Background: an optimization exercise with open tools, aiming at small area. Do not read the settings as production practice.
In this exercise RTL edits were held to simulation tests only and were not proved equivalent to the original.
No activity file was given, so power comes from the tool's default toggle rates.

==> flow/design.v (outline; a module is shown in full before it is edited, if it fits) <==
// module efpga_macc_pipe_regi: 1302 lines
// module macc_fa: 4 lines
// module macc_ha: 4 lines
// module macc_ao22: 3 lines
// module macc_pp: 3 lines
module efpga_macc_pipe_regi
  # (
     parameter INPUT_WIDTH = 18,
     parameter OUTPUT_WIDTH = 40
     )
   (
    input             clk,
    input             resetn,
    input [17:0]      a,
    input [17:0]      b,
    output reg [39:0] y
    );
  // ...
==> flow/flow/run.sh <==
#!/bin/bash
# Layout flow: the standard flow (standard.sh) with its synthesis unchanged,
# and these changes to how the layout is made:
#  - after synthesis, combinational cells that synthesis sized up are swapped
#    for the smallest cell of the same function (flow/downsize.tcl); the
#    flow's own timing repair sizes up again what needs it;
#  - the buffers that global placement puts on every input and output port
#    are sky130_fd_sc_hd__buf_1;
#  - clock tree synthesis inserts no dummy loads (CTS_EXTRA below).
# Each tool's output goes to a log of its own in this folder; ORFS also keeps
# each step's log under orfs/logs.
set -euo pipefail
cd "$(dirname "$0")/.."
CTS_EXTRA="${CTS_EXTRA:-}"
cat >> config.mk <<EOF
export BUFFER_PORTS_ARGS = -buffer_cell sky130_fd_sc_hd__buf_1
export CTS_ARGS = -sink_clustering_enable -repair_clock_nets -dont_use_dummy_load $CTS_EXTRA
EOF
bash standard.sh synth > synth.log 2>&1
DOWNSIZE_ODB=orfs/results/$FLOW_PLATFORM/efpga_macc_pipe_regi/base/1_synth.odb \
LIB=$FLOW_HOME/platforms/$FLOW_PLATFORM/lib/sky130_fd_sc_hd__tt_025C_1v80.lib \
  openroad -no_init -exit flow/downsize.tcl > downsize.log 2>&1
bash standard.sh > layout.log 2>&1
==> flow/flow/downsize.tcl <==
# Swap every combinational cell that synthesis sized up for the smallest cell
# of the same function (same name up to the drive-strength suffix). Registers
# are left alone. Timing repair later in the flow sizes up what needs it.
set odb $::env(DOWNSIZE_ODB)
read_liberty $::env(LIB)
read_db $odb
set block [ord::get_db_block]
set n 0
foreach inst [$block getInsts] {
  set m [[$inst getMaster] getName]
  if {![regexp {^(sky130_fd_sc_hd__([a-z0-9]+))_([0-9]+)$} $m -> base fn drive]} { continue }
  if {[regexp {^(df|sdf|edf|dl|sdl|clk|buf|conb|tap|fill|decap|lpflow|diode|probe|mux4|inv)} $fn]} { continue }
  if {$drive <= 1} { continue }
  foreach cand [list ${base}_1 ${base}_0] {
    set cm [[ord::get_db] findMaster $cand]
    if {$cm ne "NULL"} {
      $inst swapMaster $cm
      incr n
      break
    }
  }
}
puts "downsize: swapped $n instances"
write_db $odb
==> flow/standard.sh <==
#!/bin/bash
# synth_recipe.tcl (not shown) runs the flow's synth.tcl, then flattens the netlist and writes it again
# the make line also repeats each setting of config.mk as NAME=value (left out here)
make -C /OpenROAD-flow-scripts/flow DESIGN_CONFIG=/design/flow/config.mk WORK_HOME=/design/flow/orfs CLKGATE_MAP_FILE= SYNTH_SCRIPT=/design/flow/synth_recipe.tcl "${@:-finish}"
==> flow/config.mk <==
export PLATFORM = sky130hd
export DESIGN_NAME = efpga_macc_pipe_regi
export DESIGN_NICKNAME = efpga_macc_pipe_regi
export VERILOG_FILES = /design/flow/design.v
export SDC_FILE = /design/flow/constraint.sdc
export NUM_CORES = 4
export LEC_CHECK = 0
export CAP_MARGIN = 20
export CORE_MARGIN = 2
export CORE_UTILIZATION = 40
export SLEW_MARGIN = 20
export SYNTH_HIERARCHICAL = 1
export BUFFER_PORTS_ARGS = -buffer_cell sky130_fd_sc_hd__buf_1
export CTS_ARGS = -sink_clustering_enable -repair_clock_nets -dont_use_dummy_load 
==> flow/constraint.sdc <==
create_clock -name core_clock -period 6.5 [get_ports {clk}]
set_input_delay 1.3000 -clock core_clock [delete_from_list [all_inputs] [get_ports {clk}]]
set_output_delay 1.3000 -clock core_clock [all_outputs]
set_load 0.01 [all_outputs]
==> run summary, run 1 <==
### Place
* last weighted congestion value of the routability-driven placer: 0.9569

### Critical path
* arrival time reported for the critical path endpoint: 6530 ps
* termination of the worst setup path: y[37]$_DFF_PN0_
* R2R cell count: 21

### Global route
* GRT busiest layer: met2

### Layout
* ANT cells: 0
* number of flip-flops under the largest register name: 40
* total number of sequential cells: 140
* number of fill cells in the layout: 2602
* post-route design area: 13100 um^2

### Synthesis
* post-synthesis instance area: 11410 um^2

### Timing
* aggregate negative setup slack: 0 ps
* headroom to the max-slew limit: 48.49%
* Final Cycle Share: 95.69%

### Detailed routing
* first-pass iteration count of the detailed router: 7
* average routed wire per standard cell: 20.25 um
* Total Wirelength: 29770 um
* wire length on met3: 2353 um

### Power and ir drop
* switching power: 3.821 mW
* Comb pwr share: 71.9%
* total power consumption of the routed design: 8.534 mW
* combinational gate power: 6.13 mW

### Worst hold path
* Hold Crit Endpoint: y[0]$_DFF_PN0_

### Flow run
* number of max-cap violations: 0

### Clock network
* CTS tree: done
* maximum level of the CTS H-tree: 4
* number of hold buffers added after CTS: 0
* CTS clock-pin slew for the worst setup and hold paths: 60 ps

### Floorplanning
* number of top-level pins: 78

### Run status
* result of the run: no timing/DRC/antenna violations

==> run 2, diff against run 1 <==
--- a/flow/flow/run.sh
+++ b/flow/flow/run.sh
@@ -12,5 +12,5 @@
 set -euo pipefail
 cd "$(dirname "$0")/.."
-CTS_EXTRA="${CTS_EXTRA:-}"
+CTS_EXTRA="-buf_list sky130_fd_sc_hd__clkbuf_8"
 cat >> config.mk <<EOF
 export BUFFER_PORTS_ARGS = -buffer_cell sky130_fd_sc_hd__buf_1
--- a/flow/config.mk
+++ b/flow/config.mk
@@ -6,9 +6,10 @@
 export NUM_CORES = 4
 export LEC_CHECK = 0
-export CAP_MARGIN = 20
+export CAP_MARGIN = 0
 export CORE_MARGIN = 2
 export CORE_UTILIZATION = 40
-export SLEW_MARGIN = 20
+export GPL_TIMING_DRIVEN = 0
+export SLEW_MARGIN = 0
 export SYNTH_HIERARCHICAL = 1
 export BUFFER_PORTS_ARGS = -buffer_cell sky130_fd_sc_hd__buf_1
-export CTS_ARGS = -sink_clustering_enable -repair_clock_nets -dont_use_dummy_load 
+export CTS_ARGS = -sink_clustering_enable -repair_clock_nets -dont_use_dummy_load -buf_list sky130_fd_sc_hd__clkbuf_8
==> run 2 against run 1 <==
Still clean on timing, DRC and antenna. Power decreased by 1.9%. Cell area fell by 4.4%. Routed wire length fell by 0.27%. Setup slack worse by 22 ps. Utilization decreased by 2.0 points. Sequential cell count is the same. Synthesized cell count stayed put. Highest routed layer unchanged.
==> run summary, run 2 <==
### Run status
* result of the run: no timing/DRC/antenna violations, unchanged

### Layout
* largest reg by FF count: y, unchanged
* filler-free cell count of the finished design: 1409, was 1470
* sequential cell area in the final layout: 3332 um^2, was 3318 um^2
* ANT cells: 0, unchanged
* largest registers: y x40, p_r x36, sel_r x27, unchanged
* post-route design area: 12530 um^2, was 13100 um^2
* number of fill cells in the layout: 2672, was 2602
* Layout Nets: 1320, was 1381
* fraction of layout cells with a size suffix above 1: 3.880%, was 8.242%
* multi-input combinational cell area: 7929 um^2, was 7881 um^2
* leading cell type in the layout, fill and taps excluded: sky130_fd_sc_hd__fa_1, unchanged
* commonest cells after routing, fill and taps aside: sky130_fd_sc_hd__fa_1 (191), sky130_fd_sc_hd__a22o_1 (154), sky130_fd_sc_hd__a21oi_1 (154), was sky130_fd_sc_hd__fa_1 (191), sky130_fd_sc_hd__a21oi_1 (155), sky130_fd_sc_hd__a22o_1 (154)
* number of flip-flops under the largest register name: 40, unchanged
* area growth from synthesis to final layout: 9.873%, was 14.89%

### Floorplanning
* chip width: 172.9 um, unchanged
* number of top-level pins: 78, unchanged
* total number of placement rows: 61, unchanged
* area of the core: 27930 um^2, unchanged
* Initial Util: 40.83%, unchanged
* height of the die: 172.9 um, unchanged
* area of the die: 29880 um^2, unchanged

### Critical path
* Worst Path Buf+Inv: 0, was 1
* crit path max fanout: 18, was 6
* longest individual stage delay on the worst path: 840 ps, was 400 ps
* sort of element at the start of the critical path: flip-flop, unchanged
* crit-path leading delay family: adder cells, unchanged
* R2R cell count: 17, was 21
* register-to-register path setup slack: 260 ps, was 280 ps
* Crit path required time: 6840 ps, was 6810 ps
* cell at the slowest stage of the critical path: sky130_fd_sc_hd__dfrtp_1, was sky130_fd_sc_hd__fa_1
* path type of the worst setup path: reg -> reg, unchanged
* arrival time reported for the critical path endpoint: 6580 ps, was 6530 ps
* Cell Chain, Critical Path: a22o_1 > a21oi_1 > fa_1 > fa_1 > fa_1 > fa_1 > ha_1 > fa_1 > fa_1 > fa_1 > nand4_1 > o21ai_1 > o21ai_0 > a21oi_2 > or2_1 > ha_1 > xnor2_1, was ha_1 > fa_1 > fa_1 > fa_1 > fa_1 > fa_1 > fa_1 > fa_1 > fa_1 > fa_2 > and4_2 > a41oi_2 > buf_4 > o41ai_1 > nand4_1 > nor2_1 > a21o_1 > ha_1 > or2_1 > ha_1 > xor2_1
* Reg2Reg Launch Point: sel_r[9]$_DFF_PN0_, was y[0]$_DFF_PN0_
* R2R Path End: p_r[32]$_DFF_PN0_, was y[37]$_DFF_PN0_
* cell repeated most along the worst path: sky130_fd_sc_hd__fa_1, unchanged
* Setup crit end kind: flip-flop, unchanged

### Global route
* Overflow after GRT: 0, unchanged
* initial antenna violation count: 0, unchanged
* global-route wire length before repair: 48360 um, was 47610 um
* via count of the first global-routing pass: 8477, was 8490
* largest net degree at the start of global routing: 42, was 63
* Total GRT Usage: 20.69%, was 20.38%

### Place
* HPWL after detailed placement: 21200 um, was 23290 um
* Post-Place Setup Slack: -282.8 ps, was 148.5 ps
* Buffers on Ports: 77, unchanged
* total instance count after detailed placement: 1390, was 1453
* Placement Cell Area: 12210 um^2, was 12670 um^2
* last weighted congestion value of the routability-driven placer: 0.8875, was 0.9569

### Timing
* transition time of the tightest slew-check pin: 1007 ps, was 772.7 ps
* highest achievable clock rate: 160.2 MHz, was 160.8 MHz
* aggregate negative setup slack: 0 ps, unchanged
* crit path setup slack, layout: 257.9 ps, was 280.3 ps
* headroom to the max-slew limit: 32.85%, was 48.49%
* Final Cycle Share: 96.03%, was 95.69%
* hold violation count in the final report: 0, unchanged
* time the worst path needs with I/O delays and setup: 6242 ps, was 6220 ps
* final number of max-transition violations: 0, unchanged
* setup repair after global routing missed its margin: false, unchanged
* final count of negative-setup-slack endpoints: 0, unchanged
* maximum clock skew at final layout: 43.52 ps, was 32.52 ps

### Power and ir drop
* Pwr Density: 668.3 nW/um^2, was 651.3 nW/um^2
* total power consumption of the routed design: 8.375 mW, was 8.534 mW
* worst-case vdd ir drop: 0.4459 mV, was 0.4700 mV
* standby leakage power: 5.047 nW, was 5.420 nW

### Clock network
* buffers from clock root to sink, at most: 2, unchanged
* TritonCTS buffer count: 17, unchanged
* clk sinks: 140, unchanged
* maximum level of the CTS H-tree: 4, unchanged
* CTS Root Cell: sky130_fd_sc_hd__clkbuf_8, was sky130_fd_sc_hd__clkbuf_16
* Worst-Skew Late Latency: 470 ps, was 430 ps
* CTS clock-pin slew for the worst setup and hold paths: 70 ps, was 60 ps
* CTS tree: done, unchanged

### Detailed routing
* Total Wirelength: 29690 um, was 29770 um
* detailed-route vias per instance: 5.775, was 5.695
* remaining number of nets flagged by the antenna check after routing: 0, unchanged
* number of remaining DRC errors: 0, unchanged
* first-pass iteration count of the detailed router: 5, was 7
* violation count after the first detailed-routing iteration: 585, was 844
* number of vias in the routed layout: 8137, was 8371
* average routed wire per standard cell: 21.07 um, was 20.25 um

### Synthesis
* number of warning messages in the yosys log: 7, unchanged
* synthesized instance count: 933, unchanged
* synthesized net count: 1220, unchanged
* synthesized area per cell: 12.23 um^2, unchanged
* post-synthesis instance area: 11410 um^2, unchanged

### Worst hold path
* min-delay src: p_r[0]$_DFF_PN0_, unchanged
* Hold Crit Endpoint: y[0]$_DFF_PN0_, unchanged
* Hold Crit Class: reg -> reg, unchanged
* instance count along the most critical hold path: 1, unchanged

### Flow run
* number of max-cap violations: 0, unchanged

==> run 2: layout make-up <==
type	count	area share, %
plain buffers	4	0.1897
clock buffers	17	1.867
well taps	378	3.774
repair buffers	81	2.756
multi-input cells	737	63.27
flip-flops and latches	140	26.59
inverters	52	1.558
==> run 2: layer usage <==
layer	routed length [um]	vias up	global-route usage [%]	part of all wire, %
met3	2121	78	3.958	7.1
met5	0	-	0	0
li1	-	3579	-	-
met4	1005	0	8.545	3.4
met2	13820	353	31.92	47
met1	12740	4127	28.80	43
==> run 2: how the worst max path moves through the flow <==
stage | end | cells past startpoint | slack [ps] | from
final | p_r[32]$_DFF_PN0_ | 17 | 260 | sel_r[9]$_DFF_PN0_
after global routing | y[37]$_DFF_PN0_ | 21 | 9 | y[0]$_DFF_PN0_
after CTS | p_r[32]$_DFF_PN0_ | 17 | 10 | a_r[10]$_DFF_P_
after detailed placement | y[37]$_DFF_PN0_ | 21 | -280 | y[0]$_DFF_PN0_
after global placement | sel_r[13]$_DFF_PN0_ | 1 | -440 | resetn
after floorplan | y[37]$_DFF_PN0_ | 21 | 470 | y[0]$_DFF_PN0_
==> run 2: worst register-to-register path: stages, from the launching register on <==
cell and delay [ps]:
sky130_fd_sc_hd__dfrtp_1 840, sky130_fd_sc_hd__a22o_1 260, sky130_fd_sc_hd__a21oi_1 60, sky130_fd_sc_hd__fa_1 570
sky130_fd_sc_hd__fa_1 450, sky130_fd_sc_hd__fa_1 510, sky130_fd_sc_hd__fa_1 420, sky130_fd_sc_hd__ha_1 220
sky130_fd_sc_hd__fa_1 380, sky130_fd_sc_hd__fa_1 390, sky130_fd_sc_hd__fa_1 490, sky130_fd_sc_hd__nand4_1 200
sky130_fd_sc_hd__o21ai_1 180, sky130_fd_sc_hd__o21ai_0 460, sky130_fd_sc_hd__a21oi_2 160, sky130_fd_sc_hd__or2_1 240
sky130_fd_sc_hd__ha_1 190, sky130_fd_sc_hd__xnor2_1 120
==> run 2: timing repair <==
item	CTS	global route
resized for setup	3	19
setup endpoints to repair	9	9
cloned	0	0
hold buffers	0	0
setup buffers	0	2
pin swaps	0	2
==> run 2: report_power, final <==
group	internal [mW]	switching, mW
clock network	0.230	0.291
logic	2.90	3.27
registers	1.33	0.361
==> run 2: per-stage QoR <==
step / hold WS [ps] / utilization, %
2_1_floorplan: 443.0 / -
3_3_place_gp: 452.1 / 43.56
3_5_place_dp: 455.8 / 43.71
4_1_cts: 470.3 / 44.63
5_1_grt: 499.1 / 44.86
6_report: 466.8 / 44.86
==> run 3, diff against run 2 <==
--- a/flow/config.mk
+++ b/flow/config.mk
@@ -9,5 +9,4 @@
 export CORE_MARGIN = 2
 export CORE_UTILIZATION = 40
-export GPL_TIMING_DRIVEN = 0
 export SLEW_MARGIN = 0
 export SYNTH_HIERARCHICAL = 1
==> run 3 against run 2 <==
Clock power up 2%. Routed wire length up 0.23%. Sequential share of layout area down 0.89 points. Register-to-register slack better by 90 ps. Clock skew up 4.9 ps. Sequential cell count unchanged. Sequential power down 4%. First-iteration DRC count up 38%. Non-clock buffer count up 61. Critical path depth up 4. Largest power group unchanged.
==> run summary, run 3 <==
### Run status
* result of the run: no timing/DRC/antenna violations, unchanged

### Timing
* transition time of the tightest slew-check pin: 778.9 ps, was 1007 ps
* hold violation count in the final report: 0, unchanged
* final count of negative-setup-slack endpoints: 0, unchanged
* final number of max-transition violations: 0, unchanged
* aggregate negative setup slack: 0 ps, unchanged
* setup repair after global routing missed its margin: false, unchanged
* time the worst path needs with I/O delays and setup: 6153 ps, was 6242 ps
* maximum clock skew at final layout: 48.41 ps, was 43.52 ps
* highest achievable clock rate: 162.5 MHz, was 160.2 MHz
* Final Cycle Share: 94.67%, was 96.03%
* headroom to the max-slew limit: 48.07%, was 32.85%

### Floorplanning
* number of top-level pins: 78, unchanged
* area of the core: 27930 um^2, unchanged
* total number of placement rows: 61, unchanged
* Initial Util: 40.83%, unchanged
* height of the die: 172.9 um, unchanged
* chip width: 172.9 um, unchanged
* area of the die: 29880 um^2, unchanged

### Synthesis
* synthesized net count: 1220, unchanged
* synthesized instance count: 933, unchanged
* number of warning messages in the yosys log: 7, unchanged
* synthesized area per cell: 12.23 um^2, unchanged
* post-synthesis instance area: 11410 um^2, unchanged

### Critical path
* arrival time reported for the critical path endpoint: 6490 ps, was 6580 ps
* path type of the worst setup path: reg -> reg, unchanged
* Setup crit end kind: flip-flop, unchanged
* Reg2Reg Launch Point: y[0]$_DFF_PN0_, was sel_r[9]$_DFF_PN0_
* R2R Path End: y[37]$_DFF_PN0_, was p_r[32]$_DFF_PN0_
* CP Launch Point: y[0]$_DFF_PN0_, was sel_r[9]$_DFF_PN0_
* sort of element at the start of the critical path: flip-flop, unchanged
* register-to-register path setup slack: 350 ps, was 260 ps
* crit path max fanout: 6, was 18
* termination of the worst setup path: y[37]$_DFF_PN0_, was p_r[32]$_DFF_PN0_
* Crit path required time: 6840 ps, about the same
* R2R cell count: 21, was 17

### Layout
* largest registers: y x40, p_r x36, sel_r x27, unchanged
* number of flip-flops under the largest register name: 40, unchanged
* largest reg by FF count: y, unchanged
* sequential cell area in the final layout: 3318 um^2, was 3332 um^2
* Layout Nets: 1381, was 1320
* leading cell type in the layout, fill and taps excluded: sky130_fd_sc_hd__fa_1, unchanged
* filler-free cell count of the finished design: 1470, was 1409
* post-route design area: 12910 um^2, was 12530 um^2
* fraction of layout cells with a size suffix above 1: 8.242%, was 3.880%
* area growth from synthesis to final layout: 13.22%, was 9.873%
* ANT cells: 0, unchanged
* multi-input combinational cell area: 7883 um^2, was 7929 um^2
* number of fill cells in the layout: 2635, was 2672
* commonest cells after routing, fill and taps aside: sky130_fd_sc_hd__fa_1 (191), sky130_fd_sc_hd__a21oi_1 (155), sky130_fd_sc_hd__a22o_1 (154), was sky130_fd_sc_hd__fa_1 (191), sky130_fd_sc_hd__a22o_1 (154), sky130_fd_sc_hd__a21oi_1 (154)

### Detailed routing
* average routed wire per standard cell: 20.24 um, was 21.07 um
* remaining number of nets flagged by the antenna check after routing: 0, unchanged
* number of remaining DRC errors: 0, unchanged
* number of vias in the routed layout: 8375, was 8137
* Total Wirelength: 29760 um, was 29690 um
* violation count after the first detailed-routing iteration: 808, was 585
* first-pass iteration count of the detailed router: 9, was 5
* detailed-route vias per instance: 5.697, was 5.775

### Place
* Buffers on Ports: 77, unchanged
* last weighted congestion value of the routability-driven placer: 0.9569, was 0.8875
* total instance count after detailed placement: 1453, was 1390
* HPWL after detailed placement: 23290 um, was 21200 um
* Placement Cell Area: 12670 um^2, was 12210 um^2

### Clock network
* Post-CTS Setup Repair Bufs: 0, unchanged
* maximum level of the CTS H-tree: 4, unchanged
* # resized after CTS: 0, was 3
* Worst-Skew Late Latency: 470 ps, about the same
* buffers from clock root to sink, at most: 2, unchanged
* TritonCTS buffer count: 17, unchanged
* clk sinks: 140, unchanged
* CTS clock-pin slew for the worst setup and hold paths: 90 ps, was 70 ps
* CTS Root Cell: sky130_fd_sc_hd__clkbuf_8, unchanged
* CTS tree: done, unchanged
* number of hold buffers added after CTS: 0, unchanged

### Global route
* global-route wire length before repair: 47460 um, was 48360 um
* Overflow after GRT: 0, unchanged
* largest net degree at the start of global routing: 63, was 42
* Total GRT Usage: 20.28%, was 20.69%
* via count of the first global-routing pass: 8457, was 8477
* initial antenna violation count: 0, unchanged

### Power and ir drop
* standby leakage power: 5.334 nW, was 5.047 nW
* worst-case vdd ir drop: 0.4735 mV, was 0.4459 mV
* Pwr Density: 641.6 nW/um^2, was 668.3 nW/um^2

### Worst hold path
* Hold Crit Class: reg -> reg, unchanged
* min-delay src: p_r[0]$_DFF_PN0_, unchanged

### Flow run
* number of max-cap violations: 0, unchanged

run 3: cell count changes in the layout (fill, tap and decap cells not counted), moves of 2 or more:
cell and delta:
sky130_fd_sc_hd__clkbuf_1 -2, sky130_fd_sc_hd__dfrtp_1 +4, sky130_fd_sc_hd__dfrtp_2 -4, sky130_fd_sc_hd__dfxtp_1 +7
sky130_fd_sc_hd__buf_12 -2, sky130_fd_sc_hd__dfxtp_2 -7, sky130_fd_sc_hd__buf_4 +67
run 3: area by class of cell:
| cell class | instances | area share, % |
|---|---|---|
| timing repair buffer | 146 | 6.278 |
| sequential | 140 | 25.70 |
| tap | 378 | 3.662 |
| clock buffer | 17 | 1.812 |
| multi-input combinational | 737 | 61.04 |
| inverter | 52 | 1.511 |
run 3: worst min path at each step:
stage / endpoint / slack (ps) / cells after the start
6_report: y[0]$_DFF_PN0_ / 470 / 1
5_1_grt: y[0]$_DFF_PN0_ / 480 / 1
4_1_cts: y[0]$_DFF_PN0_ / 480 / 1
3_5_place_dp: y[0]$_DFF_PN0_ / 450 / 1
3_3_place_gp: y[0]$_DFF_PN0_ / 460 / 1
2_1_floorplan: y[0]$_DFF_PN0_ / 440 / 1
run 3: through the flow:
step	setup WS (ps)	hold WS (ps)	total power [mW]	utilization, %
after detailed placement	148.5	455.0	7.849	45.35
after CTS	111.7	476.0	8.437	46.18
final	346.6	473.6	8.285	46.23
after floorplan	473.0	443.0	6.398	-
after global placement	216.8	457.4	7.726	45.35
after global routing	27.88	479.2	9.347	46.23
run 3: power by group:
group,internal [mW],switching [mW]
Clock,0.230,0.301
Sequential,1.33,0.293
Combinational,2.94,3.20
run 3: critical path, stage by stage, from the launching register on:
cell and delay (ps):
sky130_fd_sc_hd__dfrtp_1 390, sky130_fd_sc_hd__ha_1 210, sky130_fd_sc_hd__fa_1 390, sky130_fd_sc_hd__fa_1 400
sky130_fd_sc_hd__fa_1 390, sky130_fd_sc_hd__fa_1 400, sky130_fd_sc_hd__fa_1 390, sky130_fd_sc_hd__fa_1 390
sky130_fd_sc_hd__fa_1 390, sky130_fd_sc_hd__fa_1 400, sky130_fd_sc_hd__fa_2 380, sky130_fd_sc_hd__and4_4 230
sky130_fd_sc_hd__a41oi_2 180, sky130_fd_sc_hd__buf_4 160, sky130_fd_sc_hd__o41ai_1 140, sky130_fd_sc_hd__nand4_1 150
sky130_fd_sc_hd__nor2_1 80, sky130_fd_sc_hd__a21o_1 180, sky130_fd_sc_hd__ha_1 170, sky130_fd_sc_hd__or2_1 260
sky130_fd_sc_hd__ha_1 200, sky130_fd_sc_hd__xor2_1 150
run 3: per-layer routing:
metal / wire length [um] / track usage (%) / share of wire (%) / up-vias
met5: 0 / 0 / 0 / -
met4: 736 / 5.614 / 2.5 / 0
met3: 2320 / 3.364 / 7.8 / 64
met2: 13960 / 32.18 / 47 / 398
met1: 12750 / 28.91 / 43 / 4210
li1: - / - / - / 3703

==> port drivers added, routing unchanged <==
How much do the figures lean on ideal ports? The routed layouts below were timed once more, with nothing changed but the port constraints. Step 1, drivers: a clkbuf_16 drives clk and a buf_2 each remaining input, both assumed. Step 2, shift: input delay + t, output delay - t, t = (earliest + latest rising clock arrival at the registers) / 2. This alone moves slack from input paths to output paths. Slacks: no drivers / after step 1 / after step 2; pairs: no drivers / after step 1.
| run | shift t [ns] | setup WS [ns] | clock arrival spread, ns |
|---|---|---|---|
| run 1 | 0.468 | 0.280 / 0.280 / 0.280 | 0.032 / 0.032 |
| run 2 | 0.493 | 0.258 / 0.258 / 0.258 | 0.043 / 0.044 |
| run 3 | 0.490 | 0.347 / 0.347 / 0.347 | 0.048 / 0.048 |
After both steps setup and hold are still met in every run listed.
